From an optimization exercise on the open Yosys and OpenROAD flow, aimed at a short achievable clock period and few clock cycles; shortcuts taken in it are not production practice.

06-01:
==> flow/design.v (excerpt) <==
module pipelined_cpu(
    input clk,
    input rst,
    output [31:0] imem_addr,
    input [31:0] imem_rdata,
    output [31:0] dmem_addr,
    output [31:0] dmem_wdata,
    output dmem_we,
    input [31:0] dmem_rdata
    );
    reg [31:2] pc;      
    reg        d_valid;
    reg [31:0] d_inst;
    reg [31:0] d_pc, d_pc4;
    reg        d_pred, d_hit;
    reg [1:0]  d_ctr;
    reg [31:0] d_ptgt;
    reg        e_valid;
    reg        e_load, e_store, e_branch, e_wr;
    reg [5:0]  e_fn;
    reg [4:0]  e_dest;
    reg [31:0] e_a, e_b, e_sd;
    reg        e_fa, e_fb, e_fs;
    reg        e_la, e_lb, e_ls;
    reg        e_pred, e_hit;
    reg [1:0]  e_ctr;
    reg [31:0] e_ptgt;
    reg [31:0] e_pc, e_pc4, e_target;
    reg        m_wr, m_load, m_store;
    reg        w_wr;
    reg [4:0]  w_dest;
    reg [31:0] w_wd;
    reg [4:0]  m_dest;
    reg [31:0] m_res, m_sd;
    reg        m_branch, m_taken, m_hit;
    reg [1:0]  m_ctr;
    reg [31:0] m_pc, m_target;
    wire [31:0] m_wd = m_load ? dmem_rdata : m_res;
    assign dmem_addr  = m_res;
    assign dmem_wdata = m_sd;
    assign dmem_we    = m_store;
    wire [31:0] a  = e_la ? dmem_rdata : e_fa ? m_res : e_a;
    wire [31:0] b  = e_lb ? dmem_rdata : e_fb ? m_res : e_b;
    wire [31:0] sd = e_ls ? dmem_rdata : e_fs ? m_res : e_sd;
    wire [31:0] res;
    alu alu_1(a, b, e_fn, res);
    wire eq = e_fa ? (e_fs ? 1'b1 : (m_res == e_sd)) :
              e_la ? (e_ls ? 1'b1 : (dmem_rdata == e_sd)) :
              e_fs ? (e_a == m_res) :
              e_ls ? (e_a == dmem_rdata) : (e_a == e_sd);
    wire taken    = e_branch & eq;
    wire e_tgt_ok = (e_ptgt == e_target);
    wire mp_eq  = e_valid & (e_pred ? ~(e_branch & e_tgt_ok) : e_branch);
    wire mp_ne  = e_valid & e_pred;
    wire mispred = eq ? mp_eq : mp_ne;
    wire d_uses_rs, d_uses_rt, d_alusrc, d_load, d_store, d_branch, d_wr;
    wire [4:0] d_dest;
    wire [5:0] d_fn;
  ...
For scale: ~5600 cells after synthesis, ~1800 flip-flops.
==> module alu, before the edit <==
module alu(
    input  [31:0] a,
    input  [31:0] b,
    input  [5:0]  fn,
    output [31:0] o
    );
    wire        sub  = fn[1] | fn[4];
    wire [31:0] sum  = a + (sub ? ~b : b) + {31'd0, sub};
    wire        lt   = (a[31] != b[31]) ? a[31] : sum[31];
    wire [31:0] sh   = (b[31:5] != 27'd0) ? 32'd0 : (a << b[4:0]);
    wire [31:0] early = ({32{fn[2]}} & (a & b)) |
                        ({32{fn[3]}} & (a | b)) |
                        ({32{fn[4]}} & {31'd0, lt}) |
                        ({32{fn[5]}} & sh);
    assign o  = (fn[0] | fn[1]) ? sum : early;
endmodule
==> module pipelined_cpu, before the edit <==
module pipelined_cpu(
    input clk,
    input rst,
    output [31:0] imem_addr,
    input [31:0] imem_rdata,
    output [31:0] dmem_addr,
    output [31:0] dmem_wdata,
    output dmem_we,
    input [31:0] dmem_rdata
    );
    reg [31:2] pc;      
    reg        d_valid;
    reg [31:0] d_inst;
    reg [31:0] d_pc, d_pc4;
    reg        d_pred, d_hit;
    reg [1:0]  d_ctr;
    reg [31:0] d_ptgt;
    reg        e_valid;
    reg        e_load, e_store, e_branch, e_wr;
    reg [5:0]  e_fn;
    reg [4:0]  e_dest;
    reg [31:0] e_a, e_b, e_sd;
    reg        e_fa, e_fb, e_fs;
    reg        e_la, e_lb, e_ls;
    reg        e_pred, e_hit;
    reg [1:0]  e_ctr;
    reg [31:0] e_ptgt;
    reg [31:0] e_pc, e_pc4, e_target;
    reg        m_wr, m_load, m_store;
    reg        w_wr;
    reg [4:0]  w_dest;
    reg [31:0] w_wd;
    reg [4:0]  m_dest;
    reg [31:0] m_res, m_sd;
    reg        m_branch, m_taken, m_hit;
    reg [1:0]  m_ctr;
    reg [31:0] m_pc, m_target;
    wire [31:0] m_wd = m_load ? dmem_rdata : m_res;
    assign dmem_addr  = m_res;
    assign dmem_wdata = m_sd;
    assign dmem_we    = m_store;
    wire [31:0] a  = e_la ? dmem_rdata : e_fa ? m_res : e_a;
    wire [31:0] b  = e_lb ? dmem_rdata : e_fb ? m_res : e_b;
    wire [31:0] sd = e_ls ? dmem_rdata : e_fs ? m_res : e_sd;
    wire [31:0] res;
    alu alu_1(a, b, e_fn, res);
    wire eq = e_fa ? (e_fs ? 1'b1 : (m_res == e_sd)) :
              e_la ? (e_ls ? 1'b1 : (dmem_rdata == e_sd)) :
              e_fs ? (e_a == m_res) :
              e_ls ? (e_a == dmem_rdata) : (e_a == e_sd);
    wire taken    = e_branch & eq;
    wire e_tgt_ok = (e_ptgt == e_target);
    wire mp_eq  = e_valid & (e_pred ? ~(e_branch & e_tgt_ok) : e_branch);
    wire mp_ne  = e_valid & e_pred;
    wire mispred = eq ? mp_eq : mp_ne;
    wire d_uses_rs, d_uses_rt, d_alusrc, d_load, d_store, d_branch, d_wr;
    wire [4:0] d_dest;
    wire [5:0] d_fn;
    decode dec(d_inst, d_uses_rs, d_uses_rt, d_alusrc, d_load, d_store, d_branch, d_wr,
               d_dest, d_fn);
    wire [4:0] rs = d_inst[25:21];
    wire [4:0] rt = d_inst[20:16];
    wire [31:0] rf1, rf2;
    reg_mem rf(clk, w_wr, w_dest, w_wd, rs, rt, rf1, rf2);
    wire [31:0] rd1 = (m_wr & (m_dest == rs)) ? m_wd : rf1;
    wire [31:0] rd2 = (m_wr & (m_dest == rt)) ? m_wd : rf2;
    wire [31:0] imm    = {{16{d_inst[15]}}, d_inst[15:0]};
    wire [31:0] d_tgt  = d_pc4 + {imm[29:0], 2'b00};
    wire e_fwd_ok = e_valid & e_wr;
    wire hit_rs   = e_fwd_ok & (e_dest == rs);
    wire hit_rt   = e_fwd_ok & (e_dest == rt);
    wire        f_pred, f_hit;
    wire [1:0]  f_ctr;
    wire [31:0] f_ptgt;
    btb bp(clk, rst, {pc, 2'b00}, f_pred, f_hit, f_ctr, f_ptgt,
           m_branch, m_pc, m_taken, m_hit, m_ctr, m_target);
    assign imem_addr = {pc, 2'b00};
    wire [31:0] pc4   = {pc + 30'd1, 2'b00};
    wire [31:0] fpath = f_pred ? f_ptgt : pc4;
    wire [31:0] npc_eq = mp_eq ? (e_branch ? e_target : e_pc4) : fpath;
    wire [31:0] npc_ne = mp_ne ? e_pc4 : fpath;
    always @(posedge clk) begin
        if (rst) pc <= 30'd0;
        else     pc <= eq ? npc_eq[31:2] : npc_ne[31:2];
        if (rst | mispred) d_valid <= 1'b0;
        else               d_valid <= 1'b1;
        begin
            d_inst <= imem_rdata;
            d_pc   <= {pc, 2'b00};
            d_pc4  <= pc4;
            d_pred <= f_pred;
            d_hit  <= f_hit;
            d_ctr  <= f_ctr;
            d_ptgt <= f_ptgt;
        end
        e_valid  <= ~rst & ~mispred & d_valid;
        e_load   <= d_load;
        e_store  <= d_store;
        e_branch <= d_branch;
        e_wr     <= d_wr;
        e_fn     <= d_fn;
        e_dest   <= d_dest;
        e_a      <= rd1;
        e_b      <= d_alusrc ? imm : rd2;
        e_sd     <= rd2;
        e_fa     <= hit_rs & ~e_load;
        e_fb     <= hit_rt & ~e_load & ~d_alusrc;
        e_fs     <= hit_rt & ~e_load;
        e_la     <= hit_rs & e_load;
        e_lb     <= hit_rt & e_load & ~d_alusrc;
        e_ls     <= hit_rt & e_load;
        e_pred   <= d_pred;
        e_ptgt   <= d_ptgt;
        e_hit    <= d_hit;
        e_ctr    <= d_ctr;
        e_pc     <= d_pc;
        e_pc4    <= d_pc4;
        e_target <= d_tgt;
        m_wr     <= ~rst & e_valid & e_wr;
        m_load   <= e_load;
        m_store  <= ~rst & e_valid & e_store;
        m_branch <= ~rst & e_valid & e_branch;
        m_taken  <= taken;
        m_hit    <= e_hit;
        m_ctr    <= e_ctr;
        m_dest   <= e_dest;
        m_res    <= res;
        m_sd     <= sd;
        m_pc     <= e_pc;
        m_target <= e_target;
        w_wr     <= ~rst & m_wr;
        w_dest   <= m_dest;
        w_wd     <= m_wd;
    end
endmodule
==> flow/config.mk <==
export PLATFORM = sky130hd
export DESIGN_NAME = pipelined_cpu
export DESIGN_NICKNAME = pipelined_cpu
export VERILOG_FILES = /design/flow/design.v
export SDC_FILE = /design/flow/constraint.sdc
export NUM_CORES = 4
export LEC_CHECK = 0
export ABC_CLOCK_PERIOD_IN_PS = 2500
export CAP_MARGIN = 20
export CORE_MARGIN = 2
export CORE_UTILIZATION = 40
export SETUP_SLACK_MARGIN = 5
export SLEW_MARGIN = 20
==> flow/constraint.sdc <==
create_clock -name core_clock -period 8.0 [get_ports {clk}]
set_input_delay 1.6000 -clock core_clock [delete_from_list [all_inputs] [get_ports {clk}]]
set_output_delay 1.6000 -clock core_clock [all_outputs]
set_load 0.01 [all_outputs]
run.sh (not shown) runs the stock make flow with config.mk's settings and CLKGATE_MAP_FILE= SYNTH_SCRIPT=/design/flow/synth_recipe.tcl, a recipe that flattens the netlist after the stock synthesis.
Modified inputs, 09-16 compared to 06-01
--- a/flow/design.v
+++ b/flow/design.v
@@ -45,5 +45,6 @@
     input  [31:0] b,
     input  [5:0]  fn,
-    output [31:0] o
+    output [31:0] o,
+    output        eq
     );
     wire        sub  = fn[1] | fn[4];
@@ -56,4 +57,5 @@
                         ({32{fn[5]}} & sh);
     assign o  = (fn[0] | fn[1]) ? sum : early;
+    assign eq = (a == b);
 endmodule
 `timescale 1ns / 1ps
@@ -141,5 +143,4 @@
     reg [31:0] e_a, e_b, e_sd;
     reg        e_fa, e_fb, e_fs;
-    reg        e_la, e_lb, e_ls;
     reg        e_pred, e_hit;
     reg [1:0]  e_ctr;
@@ -147,7 +148,4 @@
     reg [31:0] e_pc, e_pc4, e_target;
     reg        m_wr, m_load, m_store;
-    reg        w_wr;
-    reg [4:0]  w_dest;
-    reg [31:0] w_wd;
     reg [4:0]  m_dest;
     reg [31:0] m_res, m_sd;
@@ -159,13 +157,10 @@
     assign dmem_wdata = m_sd;
     assign dmem_we    = m_store;
-    wire [31:0] a  = e_la ? dmem_rdata : e_fa ? m_res : e_a;
-    wire [31:0] b  = e_lb ? dmem_rdata : e_fb ? m_res : e_b;
-    wire [31:0] sd = e_ls ? dmem_rdata : e_fs ? m_res : e_sd;
+    wire [31:0] a  = e_fa ? m_res : e_a;
+    wire [31:0] b  = e_fb ? m_res : e_b;
+    wire [31:0] sd = e_fs ? m_res : e_sd;
     wire [31:0] res;
-    alu alu_1(a, b, e_fn, res);
-    wire eq = e_fa ? (e_fs ? 1'b1 : (m_res == e_sd)) :
-              e_la ? (e_ls ? 1'b1 : (dmem_rdata == e_sd)) :
-              e_fs ? (e_a == m_res) :
-              e_ls ? (e_a == dmem_rdata) : (e_a == e_sd);
+    wire        eq;
+    alu alu_1(a, b, e_fn, res, eq);
     wire taken    = e_branch & eq;
     wire e_tgt_ok = (e_ptgt == e_target);
@@ -180,13 +175,13 @@
     wire [4:0] rs = d_inst[25:21];
     wire [4:0] rt = d_inst[20:16];
-    wire [31:0] rf1, rf2;
-    reg_mem rf(clk, w_wr, w_dest, w_wd, rs, rt, rf1, rf2);
-    wire [31:0] rd1 = (m_wr & (m_dest == rs)) ? m_wd : rf1;
-    wire [31:0] rd2 = (m_wr & (m_dest == rt)) ? m_wd : rf2;
+    wire [31:0] rd1, rd2;
+    reg_mem rf(clk, m_wr, m_dest, m_wd, rs, rt, rd1, rd2);
     wire [31:0] imm    = {{16{d_inst[15]}}, d_inst[15:0]};
     wire [31:0] d_tgt  = d_pc4 + {imm[29:0], 2'b00};
-    wire e_fwd_ok = e_valid & e_wr;
+    wire e_fwd_ok = e_valid & e_wr & ~e_load;
     wire hit_rs   = e_fwd_ok & (e_dest == rs);
     wire hit_rt   = e_fwd_ok & (e_dest == rt);
+    wire stall = e_valid & e_load & e_wr &
+                 ((d_uses_rs & (e_dest == rs)) | (d_uses_rt & (e_dest == rt)));
     wire        f_pred, f_hit;
     wire [1:0]  f_ctr;
@@ -196,5 +191,5 @@
     assign imem_addr = {pc, 2'b00};
     wire [31:0] pc4   = {pc + 30'd1, 2'b00};
-    wire [31:0] fpath = f_pred ? f_ptgt : pc4;
+    wire [31:0] fpath = stall ? {pc, 2'b00} : f_pred ? f_ptgt : pc4;
     wire [31:0] npc_eq = mp_eq ? (e_branch ? e_target : e_pc4) : fpath;
     wire [31:0] npc_ne = mp_ne ? e_pc4 : fpath;
@@ -203,6 +198,6 @@
         else     pc <= eq ? npc_eq[31:2] : npc_ne[31:2];
         if (rst | mispred) d_valid <= 1'b0;
-        else               d_valid <= 1'b1;
-        begin
+        else if (~stall)   d_valid <= 1'b1;
+        if (~stall) begin
             d_inst <= imem_rdata;
             d_pc   <= {pc, 2'b00};
@@ -213,5 +208,5 @@
             d_ptgt <= f_ptgt;
         end
-        e_valid  <= ~rst & ~mispred & d_valid;
+        e_valid  <= ~rst & ~mispred & ~stall & d_valid;
         e_load   <= d_load;
         e_store  <= d_store;
@@ -223,10 +218,7 @@
         e_b      <= d_alusrc ? imm : rd2;
         e_sd     <= rd2;
-        e_fa     <= hit_rs & ~e_load;
-        e_fb     <= hit_rt & ~e_load & ~d_alusrc;
-        e_fs     <= hit_rt & ~e_load;
-        e_la     <= hit_rs & e_load;
-        e_lb     <= hit_rt & e_load & ~d_alusrc;
-        e_ls     <= hit_rt & e_load;
+        e_fa     <= hit_rs;
+        e_fb     <= hit_rt & ~d_alusrc;
+        e_fs     <= hit_rt;
         e_pred   <= d_pred;
         e_ptgt   <= d_ptgt;
@@ -248,7 +240,4 @@
         m_pc     <= e_pc;
         m_target <= e_target;
-        w_wr     <= ~rst & m_wr;
-        w_dest   <= m_dest;
-        w_wd     <= m_wd;
     end
 endmodule
Notes after the runs:
- Cell area after layout on 09-16 is ahead of 06-01.
- Comparing 09-16 and 06-01, the lower routability-driven placement congestion ratio is on 09-16.
- Re detailed-routed wire length on met2: 06-01 was higher than 09-16.
- Comparing the two runs side by side, 09-16 comes out behind 06-01 on tightest hold margin.
- NOTE synthesized instance count 06-01->09-16 decreased by a little under 10%
- 09-16 finished end to end and its layout was clean on timing, DRC and antenna.
- The run showing the greater diode insertion count for antenna repair is 06-01.
Function was not checked in any run of this note: the RTL went through the layout flow alone.

## port drivers added, routing unchanged
The flow's constraints put no driver on any port. The routed layouts listed below were extracted and timed again, unchanged, in two steps. Step 1, drivers: a clkbuf_16 drives clk and a buf_2 each remaining input, both assumed. Step 2 times the ports against the registers' clock, not the clock port: input delays grow and output delays shrink by t, the midpoint of the rising clock arrivals with the driver on. Three values: no drivers, after step 1, after step 2; two values: the first two.
| run | t, ns | setup WS [ns] | worst setup path after step 2 | worst slew at a driven data input, ns | cell pins on the clock port's net |
|---|---|---|---|---|---|
| 06-01 | 0.912 | 4.292 / 4.251 / 3.339 | input to register | 0.29 | 1 |
| 09-16 | 0.911 | 4.410 / 4.410 / 4.095 | input to register | 0.14 | 1 |
After both steps every run listed still meets setup and hold. For 06-01, which loses most, drivers alone change the setup slack by -0.041 ns; drivers and shift together by -0.953 ns.
